Context: an optimization exercise on an open-source flow, tuned for small area and a short achievable clock period. The choices shown serve that exercise and are no tape-out recipe. Where RTL was checked, it was by simulation tests only, not by an equivalence proof against the original. Power is estimated from default activity; no workload was simulated.

## fir_filter
module fir_filter #(
    parameter DATA_WIDTH = 16,
    parameter TAPS       = 8
)(
    input  wire                      clk,
    input  wire                      rst,
    input  wire [DATA_WIDTH-1:0]     s_axis_tdata,
    input  wire                      s_axis_tvalid,
    output wire                      s_axis_tready,   
    input  wire                      s_axis_tlast,
    output reg  [DATA_WIDTH-1:0]     m_axis_tdata,
    output reg                       m_axis_tvalid,
    input  wire                      m_axis_tready,   
    output reg                       m_axis_tlast
);
    reg [15:0] s0, b1, b2, b3, b4, b5, b6, b7;
    reg       flushing;
    reg [2:0] flush_count;
    assign s_axis_tready = !flushing;
    wire step = s_axis_tvalid | flushing;
    wire [15:0] x = flushing ? 16'd0 : s_axis_tdata;
    wire [15:0] s0x2 = {s0[14:0], 1'b0};
    wire [15:0] s0x4 = {s0[13:0], 2'b0};
    wire [15:0] s0x8 = {s0[12:0], 3'b0};
    always @(posedge clk) begin
        m_axis_tdata <= s0x2 + b1;
        if (rst) begin
            s0 <= 0; b1 <= 0; b2 <= 0; b3 <= 0;
            b4 <= 0; b5 <= 0; b6 <= 0; b7 <= 0;
        end else if (step) begin
            s0 <= x;
            b1 <= s0x4 + b2;
            b2 <= s0x4 + s0x2 + b3;
            b3 <= s0x8 + b4;
            b4 <= s0x4 + s0x2 + b5;
            b5 <= s0x4 + b6;
            b6 <= s0x2 + b7;
            b7 <= s0;
        end
        if (rst) begin
            m_axis_tvalid <= 0;
            m_axis_tlast  <= 0;
            flushing      <= 0;
            flush_count   <= 0;
        end else begin
            m_axis_tvalid <= step;
            m_axis_tlast  <= flushing && flush_count == 0;
            if (!flushing) begin
                if (s_axis_tvalid && s_axis_tlast) begin
                    flushing    <= 1;
                    flush_count <= 3'd7;
                end
            end else begin
                if (flush_count == 0)
                    flushing <= 0;
                flush_count <= flush_count - 1'b1;
            end
        end
    end
endmodule
For scale: about 1,100 cells after synthesis, about 150 flip-flops, about 40 I/O pins.
==> module fir_filter, before the edit <==
module fir_filter #(
    parameter DATA_WIDTH = 16,
    parameter TAPS       = 8
)(
    input  wire                      clk,
    input  wire                      rst,
    input  wire [DATA_WIDTH-1:0]     s_axis_tdata,
    input  wire                      s_axis_tvalid,
    output wire                      s_axis_tready,   
    input  wire                      s_axis_tlast,
    output reg  [DATA_WIDTH-1:0]     m_axis_tdata,
    output reg                       m_axis_tvalid,
    input  wire                      m_axis_tready,   
    output reg                       m_axis_tlast
);
    reg [15:0] s0, b1, b2, b3, b4, b5, b6, b7;
    reg       flushing;
    reg [2:0] flush_count;
    assign s_axis_tready = !flushing;
    wire step = s_axis_tvalid | flushing;
    wire [15:0] x = flushing ? 16'd0 : s_axis_tdata;
    wire [15:0] s0x2 = {s0[14:0], 1'b0};
    wire [15:0] s0x4 = {s0[13:0], 2'b0};
    wire [15:0] s0x8 = {s0[12:0], 3'b0};
    always @(posedge clk) begin
        m_axis_tdata <= s0x2 + b1;
        if (rst) begin
            s0 <= 0; b1 <= 0; b2 <= 0; b3 <= 0;
            b4 <= 0; b5 <= 0; b6 <= 0; b7 <= 0;
        end else if (step) begin
            s0 <= x;
            b1 <= s0x4 + b2;
            b2 <= s0x4 + s0x2 + b3;
            b3 <= s0x8 + b4;
            b4 <= s0x4 + s0x2 + b5;
            b5 <= s0x4 + b6;
            b6 <= s0x2 + b7;
            b7 <= s0;
        end
        if (rst) begin
            m_axis_tvalid <= 0;
            m_axis_tlast  <= 0;
            flushing      <= 0;
            flush_count   <= 0;
        end else begin
            m_axis_tvalid <= step;
            m_axis_tlast  <= flushing && flush_count == 0;
            if (!flushing) begin
                if (s_axis_tvalid && s_axis_tlast) begin
                    flushing    <= 1;
                    flush_count <= 3'd7;
                end
            end else begin
                if (flush_count == 0)
                    flushing <= 0;
                flush_count <= flush_count - 1'b1;
            end
        end
    end
endmodule
==> flow/config.mk <==
export PLATFORM = sky130hd
export DESIGN_NAME = fir_filter
export DESIGN_NICKNAME = fir_filter
export VERILOG_FILES = /design/flow/design.v
export SDC_FILE = /design/flow/constraint.sdc
export NUM_CORES = 4
export LEC_CHECK = 0
export ABC_CLOCK_PERIOD_IN_PS = 2500
export CAP_MARGIN = 20
export CORE_MARGIN = 2
export CORE_UTILIZATION = 40
export SETUP_SLACK_MARGIN = 4.5
export SLEW_MARGIN = 20
==> flow/constraint.sdc <==
create_clock -name core_clock -period 7.0 [get_ports {clk}]
set_input_delay 1.4000 -clock core_clock [delete_from_list [all_inputs] [get_ports {clk}]]
set_output_delay 1.4000 -clock core_clock [all_outputs]
set_load 0.01 [all_outputs]
run.sh (not shown) runs the stock make flow with config.mk's settings and CLKGATE_MAP_FILE= SYNTH_SCRIPT=/design/flow/synth_recipe.tcl, a recipe that flattens the netlist after the stock synthesis.
Change:
--- a/flow/design.v
+++ b/flow/design.v
@@ -22,19 +22,20 @@
     wire [15:0] x = flushing ? 16'd0 : s_axis_tdata;
     wire [15:0] s0x2 = {s0[14:0], 1'b0};
     wire [15:0] s0x4 = {s0[13:0], 2'b0};
     wire [15:0] s0x8 = {s0[12:0], 3'b0};
+    wire [15:0] s0x6 = s0x4 + s0x2;
     always @(posedge clk) begin
         m_axis_tdata <= s0x2 + b1;
         if (rst) begin
             s0 <= 0; b1 <= 0; b2 <= 0; b3 <= 0;
             b4 <= 0; b5 <= 0; b6 <= 0; b7 <= 0;
         end else if (step) begin
             s0 <= x;
             b1 <= s0x4 + b2;
-            b2 <= s0x4 + s0x2 + b3;
+            b2 <= s0x6 + b3;
             b3 <= s0x8 + b4;
-            b4 <= s0x4 + s0x2 + b5;
+            b4 <= s0x6 + b5;
             b5 <= s0x4 + b6;
             b6 <= s0x2 + b7;
             b7 <= s0;
         end
The changed run ran to the end with no violations.
Fmax drops by 0.65%.
Worst setup slack loses 0.024 ns.
Register-to-register slack loses 0.02 ns.
Design area drops by 0.34%.
Power drops by 1.5%.
Core utilization climbs by 1.1 points.
No functional check of the RTL was part of any run of this note.

* * *

Setup of v6:
The RTL this note starts from:
==> flow/design.v <==
`timescale 1ns/1ps
module fir_filter #(
    parameter DATA_WIDTH = 16,
    parameter TAPS       = 8
)(
    input  wire                      clk,
    input  wire                      rst,
    input  wire [DATA_WIDTH-1:0]     s_axis_tdata,
    input  wire                      s_axis_tvalid,
    output wire                      s_axis_tready,   
    input  wire                      s_axis_tlast,
    output reg  [DATA_WIDTH-1:0]     m_axis_tdata,
    output reg                       m_axis_tvalid,
    input  wire                      m_axis_tready,   
    output reg                       m_axis_tlast
);
    reg [15:0] s0, s1, t, r1, r2, r3, r4, r5, r6;
    reg       ready;
    reg [2:0] flush_count;
    assign s_axis_tready = ready;
    wire step = s_axis_tvalid | !ready;
    wire [15:0] x = ready ? s_axis_tdata : 16'd0;
    wire [15:0] y, nt, n1, n2, n3, n4, n5;
    fir_add3 #(15) a_y (.a(s0[14:0]), .b({s1[13:0], 1'b0}), .c(r1[15:1]), .s(y[15:1]));
    assign y[0] = r1[0];
    fir_add #(15) a_t (.a(s0[14:0]), .b(s0[15:1]), .s(nt[15:1]));
    assign nt[0] = s0[0];
    fir_add #(15) a_1 (.a(t[14:0]), .b(r2[15:1]), .s(n1[15:1]));
    assign n1[0] = r2[0];
    fir_add #(13) a_2 (.a(s1[12:0]), .b(r3[15:3]), .s(n2[15:3]));
    assign n2[2:0] = r3[2:0];
    fir_add #(15) a_3 (.a(t[14:0]), .b(r4[15:1]), .s(n3[15:1]));
    assign n3[0] = r4[0];
    fir_add #(14) a_4 (.a(s1[13:0]), .b(r5[15:2]), .s(n4[15:2]));
    assign n4[1:0] = r5[1:0];
    fir_add #(15) a_5 (.a(s1[14:0]), .b(r6[15:1]), .s(n5[15:1]));
    assign n5[0] = r6[0];
    always @(posedge clk) begin
        m_axis_tdata <= y;
        if (rst) begin
            s0 <= 0; s1 <= 0; t <= 0;
            r1 <= 0; r2 <= 0; r3 <= 0; r4 <= 0; r5 <= 0; r6 <= 0;
        end else if (step) begin
            s0 <= x;
            s1 <= s0;
            t  <= nt;
            r1 <= n1;
            r2 <= n2;
            r3 <= n3;
            r4 <= n4;
            r5 <= n5;
            r6 <= s1;
        end
        if (rst) begin
            m_axis_tvalid <= 0;
            m_axis_tlast  <= 0;
            ready         <= 1;
            flush_count   <= 0;
        end else begin
            m_axis_tvalid <= step;
            m_axis_tlast  <= !ready && flush_count == 0;
            if (ready) begin
                if (s_axis_tvalid && s_axis_tlast) begin
                    ready       <= 0;
                    flush_count <= 3'd7;
                end
            end else begin
                if (flush_count == 0)
                    ready <= 1;
                flush_count <= flush_count - 1'b1;
            end
        end
    end
endmodule
module fir_add #(
    parameter W = 16
)(
    input  wire [W-1:0] a,
    input  wire [W-1:0] b,
    output wire [W-1:0] s
);
    assign s = a + b;
endmodule
module fir_add3 #(
    parameter W = 16
)(
    input  wire [W-1:0] a,
    input  wire [W-1:0] b,
    input  wire [W-1:0] c,
    output wire [W-1:0] s
);
    wire [W-1:0] hs = a ^ b ^ c;
    wire [W-1:0] hc = (a & b) | (a & c) | (b & c);
    assign s = hs + {hc[W-2:0], 1'b0};
endmodule
==> flow/config.mk <==
export PLATFORM = sky130hd
export DESIGN_NAME = fir_filter
export DESIGN_NICKNAME = fir_filter
export VERILOG_FILES = /design/flow/design.v
export SDC_FILE = /design/flow/constraint.sdc
export NUM_CORES = 4
export LEC_CHECK = 0
export ABC_CLOCK_PERIOD_IN_PS = 2500
export CAP_MARGIN = 20
export CORE_MARGIN = 2
export CORE_UTILIZATION = 40
export CTS_BUF_LIST = sky130_fd_sc_hd__clkbuf_8
export CTS_CLUSTER_SIZE = 30
export SETUP_SLACK_MARGIN = 4.5
export SLEW_MARGIN = 20
export BUFFER_PORTS_ARGS = -buffer_cell sky130_fd_sc_hd__buf_2
export CTS_ARGS = -sink_clustering_enable -repair_clock_nets -dont_use_dummy_load -sink_clustering_size 30 -buf_list sky130_fd_sc_hd__clkbuf_8
==> flow/constraint.sdc <==
create_clock -name core_clock -period 7.0 [get_ports {clk}]
set_input_delay 1.4000 -clock core_clock [delete_from_list [all_inputs] [get_ports {clk}]]
set_output_delay 1.4000 -clock core_clock [all_outputs]
set_load 0.01 [all_outputs]
standard.sh (not shown) runs the stock make flow with config.mk's settings and CLKGATE_MAP_FILE= SYNTH_SCRIPT=/design/flow/synth_recipe.tcl, a recipe that flattens the netlist after the stock synthesis.
==> flow/flow/run.sh <==
#!/bin/bash
# Standard ORFS layout, except: the port buffers are plain buffers (buf_2)
# instead of delay cells, the resizer may swap a cell for one of another
# footprint, and CTS adds no dummy loads to balance the clock tree.
# ORFS keeps each step's own log under orfs/logs; make's output goes to layout.log.
set -euo pipefail
cat >> config.mk <<'EOC'
export BUFFER_PORTS_ARGS = -buffer_cell sky130_fd_sc_hd__buf_2
export CTS_ARGS = -sink_clustering_enable -repair_clock_nets -dont_use_dummy_load -sink_clustering_size 30 -buf_list sky130_fd_sc_hd__clkbuf_8
EOC
bash standard.sh MATCH_CELL_FOOTPRINT=0 finish > layout.log 2>&1
Looking at the reports, v6 completed the entire flow and the layout it produced met the timing, DRC and antenna checks.
Setup changes, v6 to v7
==> flow/design.v, changed modules only <==
module fir_add #(
    parameter W = 16
)(
    input  wire [W-1:0] a,
    input  wire [W-1:0] b,
    output wire [W-1:0] s
);
    localparam L = $clog2(W);
    wire [W-1:0] g [0:L];
    wire [W-1:0] p [0:L];
    assign g[0] = a & b;
    assign p[0] = a ^ b;
    genvar l, i;
    generate
        for (l = 0; l < L; l = l + 1) begin : lvl
            for (i = 0; i < W; i = i + 1) begin : bt
                if ((i >> l) & 1) begin : merge
                    localparam integer J = ((i >> l) << l) - 1;
                    assign g[l+1][i] = g[l][i] | (p[l][i] & g[l][J]);
                    assign p[l+1][i] = p[l][i] & p[l][J];
                end else begin : pass
                    assign g[l+1][i] = g[l][i];
                    assign p[l+1][i] = p[l][i];
                end
            end
        end
    endgenerate
    assign s = p[0] ^ {g[L][W-2:0], 1'b0};
endmodule
module fir_add3 #(
    parameter W = 16
)(
    input  wire [W-1:0] a,
    input  wire [W-1:0] b,
    input  wire [W-1:0] c,
    output wire [W-1:0] s
);
    wire [W-1:0] hs = a ^ b ^ c;
    wire [W-1:0] hc = (a & b) | (a & c) | (b & c);
    fir_add #(W) add (.a(hs), .b({hc[W-2:0], 1'b0}), .s(s));
endmodule
Notes after the runs:
- met1 track utilization from global routing ended up 0.95 points higher on v7 than on v6.
- Cell area on v7 is ahead of v6.
- Summary of v7 over v6: share of total power in combinational logic moved down; clock network latency to the later pin of the worst-skew pair about even; number of resized instances in the post-cts repair step shows an increase of 14.
- From v6 to v7 the numbers moved as follows: number of tap cells added at floorplan now sits lower, via count now sits lower, count of buffers added by post-CTS timing repair for setup now sits higher, ratio of total power to cell area now sits higher.
- Going from v6 to v7, flip-flop and latch share of the layout cell area now sits higher; cell depth of the worst setup path now smaller; register share of total power up 0.3 points.
Only the layout flow was run in v6; the RTL was not checked for function there.

* * *

== the previous run ==
fir_filter, a different RTL version from the one above (not shown whole).
Size: about 1100 cells after synthesis, ~40 I/O pins, about 0.0096 sq mm of cells after synthesis.
==> module fir_filter, before the edit <==
module fir_filter #(
    parameter DATA_WIDTH = 16,
    parameter TAPS       = 8
)(
    input  wire                      clk,
    input  wire                      rst,
    input  wire [DATA_WIDTH-1:0]     s_axis_tdata,
    input  wire                      s_axis_tvalid,
    output wire                      s_axis_tready,   
    input  wire                      s_axis_tlast,
    output reg  [DATA_WIDTH-1:0]     m_axis_tdata,
    output reg                       m_axis_tvalid,
    input  wire                      m_axis_tready,   
    output reg                       m_axis_tlast
);
    reg [15:0] s0, s1, t, r1, r2, r3, r4, r5, r6;
    reg       flushing;
    reg [2:0] flush_count;
    assign s_axis_tready = !flushing;
    wire step = s_axis_tvalid | flushing;
    wire [15:0] x = flushing ? 16'd0 : s_axis_tdata;
    wire [15:0] y, nt, n1, n2, n3, n4, n5;
    fir_add3 #(15) a_y (.a(s0[14:0]), .b({s1[13:0], 1'b0}), .c(r1[15:1]), .s(y[15:1]));
    assign y[0] = r1[0];
    fir_add #(15) a_t (.a(s0[14:0]), .b(s0[15:1]), .s(nt[15:1]));
    assign nt[0] = s0[0];
    fir_add #(15) a_1 (.a(t[14:0]), .b(r2[15:1]), .s(n1[15:1]));
    assign n1[0] = r2[0];
    fir_add #(13) a_2 (.a(s1[12:0]), .b(r3[15:3]), .s(n2[15:3]));
    assign n2[2:0] = r3[2:0];
    fir_add #(15) a_3 (.a(t[14:0]), .b(r4[15:1]), .s(n3[15:1]));
    assign n3[0] = r4[0];
    fir_add #(14) a_4 (.a(s1[13:0]), .b(r5[15:2]), .s(n4[15:2]));
    assign n4[1:0] = r5[1:0];
    fir_add #(15) a_5 (.a(s1[14:0]), .b(r6[15:1]), .s(n5[15:1]));
    assign n5[0] = r6[0];
    always @(posedge clk) begin
        m_axis_tdata <= y;
        if (rst) begin
            s0 <= 0; s1 <= 0; t <= 0;
            r1 <= 0; r2 <= 0; r3 <= 0; r4 <= 0; r5 <= 0; r6 <= 0;
        end else if (step) begin
            s0 <= x;
            s1 <= s0;
            t  <= nt;
            r1 <= n1;
            r2 <= n2;
            r3 <= n3;
            r4 <= n4;
            r5 <= n5;
            r6 <= s1;
        end
        if (rst) begin
            m_axis_tvalid <= 0;
            m_axis_tlast  <= 0;
            flushing      <= 0;
            flush_count   <= 0;
        end else begin
            m_axis_tvalid <= step;
            m_axis_tlast  <= flushing && flush_count == 0;
            if (!flushing) begin
                if (s_axis_tvalid && s_axis_tlast) begin
                    flushing    <= 1;
                    flush_count <= 3'd7;
                end
            end else begin
                if (flush_count == 0)
                    flushing <= 0;
                flush_count <= flush_count - 1'b1;
            end
        end
    end
endmodule
Settings: LEC_CHECK=0, ABC_CLOCK_PERIOD_IN_PS=2500, CAP_MARGIN=20, CORE_MARGIN=2, CORE_UTILIZATION=40, CTS_BUF_LIST=sky130_fd_sc_hd__clkbuf_8, CTS_CLUSTER_SIZE=30, SETUP_SLACK_MARGIN=4.5, SLEW_MARGIN=20; clock period 7.0 ns.
run.sh (not shown) runs the stock make flow with config.mk's settings and CLKGATE_MAP_FILE= SYNTH_SCRIPT=/design/flow/synth_recipe.tcl, a recipe that flattens the netlist after the stock synthesis.
Stock flow here: none of the scripts above is used.
The inputs of the current run differ from those of the previous run as listed below.
-- flow/design.v --
<<< the previous run, line 15
    output reg                       m_axis_tlast
);
    reg [15:0] s0, s1, t, r1, r2, r3, r4, r5, r6;
    reg       flushing;
    reg [2:0] flush_count;
>>> the current run, line 15
    output reg                       m_axis_tlast
);
    reg [15:0] s0, b1, b2, b3, b4, b5, b6, b7;
    reg       flushing;
    reg [2:0] flush_count;
<<< the previous run, line 21
    wire step = s_axis_tvalid | flushing;
    wire [15:0] x = flushing ? 16'd0 : s_axis_tdata;
    wire [15:0] y, nt, n1, n2, n3, n4, n5;
    fir_add3 #(15) a_y (.a(s0[14:0]), .b({s1[13:0], 1'b0}), .c(r1[15:1]), .s(y[15:1]));
    assign y[0] = r1[0];
    fir_add #(15) a_t (.a(s0[14:0]), .b(s0[15:1]), .s(nt[15:1]));
    assign nt[0] = s0[0];
    fir_add #(15) a_1 (.a(t[14:0]), .b(r2[15:1]), .s(n1[15:1]));
    assign n1[0] = r2[0];
    fir_add #(13) a_2 (.a(s1[12:0]), .b(r3[15:3]), .s(n2[15:3]));
    assign n2[2:0] = r3[2:0];
    fir_add #(15) a_3 (.a(t[14:0]), .b(r4[15:1]), .s(n3[15:1]));
    assign n3[0] = r4[0];
    fir_add #(14) a_4 (.a(s1[13:0]), .b(r5[15:2]), .s(n4[15:2]));
    assign n4[1:0] = r5[1:0];
    fir_add #(15) a_5 (.a(s1[14:0]), .b(r6[15:1]), .s(n5[15:1]));
    assign n5[0] = r6[0];
    always @(posedge clk) begin
        m_axis_tdata <= y;
        if (rst) begin
            s0 <= 0; s1 <= 0; t <= 0;
            r1 <= 0; r2 <= 0; r3 <= 0; r4 <= 0; r5 <= 0; r6 <= 0;
        end else if (step) begin
            s0 <= x;
            s1 <= s0;
            t  <= nt;
            r1 <= n1;
            r2 <= n2;
            r3 <= n3;
            r4 <= n4;
            r5 <= n5;
            r6 <= s1;
        end
        if (rst) begin
>>> the current run, line 21
    wire step = s_axis_tvalid | flushing;
    wire [15:0] x = flushing ? 16'd0 : s_axis_tdata;
    wire [15:0] y, n1, n2, n3, n4, n5, n6;
    fir_add #(15) a_y (.a(s0[14:0]), .b(b1[15:1]), .s(y[15:1]));
    assign y[0] = b1[0];
    fir_add #(14) a_1 (.a(s0[13:0]), .b(b2[15:2]), .s(n1[15:2]));
    assign n1[1:0] = b2[1:0];
    fir_add3 #(15) a_2 (.a({s0[13:0], 1'b0}), .b(s0[14:0]), .c(b3[15:1]), .s(n2[15:1]));
    assign n2[0] = b3[0];
    fir_add #(13) a_3 (.a(s0[12:0]), .b(b4[15:3]), .s(n3[15:3]));
    assign n3[2:0] = b4[2:0];
    fir_add3 #(15) a_4 (.a({s0[13:0], 1'b0}), .b(s0[14:0]), .c(b5[15:1]), .s(n4[15:1]));
    assign n4[0] = b5[0];
    fir_add #(14) a_5 (.a(s0[13:0]), .b(b6[15:2]), .s(n5[15:2]));
    assign n5[1:0] = b6[1:0];
    fir_add #(15) a_6 (.a(s0[14:0]), .b(b7[15:1]), .s(n6[15:1]));
    assign n6[0] = b7[0];
    always @(posedge clk) begin
        m_axis_tdata <= y;
        if (rst) begin
            s0 <= 0; b1 <= 0; b2 <= 0; b3 <= 0;
            b4 <= 0; b5 <= 0; b6 <= 0; b7 <= 0;
        end else if (step) begin
            s0 <= x;
            b1 <= n1;
            b2 <= n2;
            b3 <= n3;
            b4 <= n4;
            b5 <= n5;
            b6 <= n6;
            b7 <= s0;
        end
        if (rst) begin
--- outcome ---
Final routed wirelength across all metal layers in the current run is about 8% lower than in the previous run
Comparing the current run and the previous run, filler cell count in the final layout is higher on the previous run.
[compare] base=the previous run new=the current run: via count fell by about 8%; die outline area fell by about 4.5%; fraction of final layout cells with drive strength greater than 1 rose by 3.1 points.
When the current run is set beside the previous run, its total number of sequential cells turns out to be 14 smaller.
Sort the current run and the previous run by total power of the final layout asc -> top: the previous run
The current run finished all stages; the layout is clean.
Both conditions hold for the previous run: the flow ran to the end and the final layout passed the timing, DRC and antenna checks.
In the current run, the switching fraction of total power came out 0.50 points above the value in the previous run.
Area growth from synthesis to layout (higher): the current run
On max-cap violation count, the current run tracks the previous run almost exactly.
Per the comparison of the current run with the previous run, finished layout cell area went down, sequential fraction of total cell area dropped 1.8 points, slack of the critical path went down by 230 ps.
No run of this note included a check of the RTL's function; only the layout flow was run.

[afterwards: timing with drivers on the ports]
Ports are ideal in the flow. The routed layouts listed here were re-timed in OpenROAD. Step 1, drivers: a clkbuf_16 drives clk and a buf_2 each remaining input, both assumed. Step 2, shift: input delay + t, output delay - t, t = (earliest + latest rising clock arrival at the registers) / 2. This alone moves slack from input paths to output paths. a / b / c = ideal / step 1 / step 2; a / b = the first two.
run	t (ns)	setup WS [ns]	worst setup path at the end
the first run of note 1	0.477	3.364 / 3.364 / 3.364	register to register
the second run of note 1	0.475	3.340 / 3.340 / 3.340	register to register
v6	0.489	4.418 / 4.418 / 4.047	input to register
v7	0.493	4.506 / 4.486 / 3.993	input to register
the previous run	0.504	4.431 / 4.431 / 4.146	input to register
the current run	0.500	4.206 / 4.206 / 4.171	input to register
After both steps every run listed still meets setup and hold. For v7, which loses most, drivers alone change the setup slack by -0.020 ns; drivers and shift together by -0.513 ns.
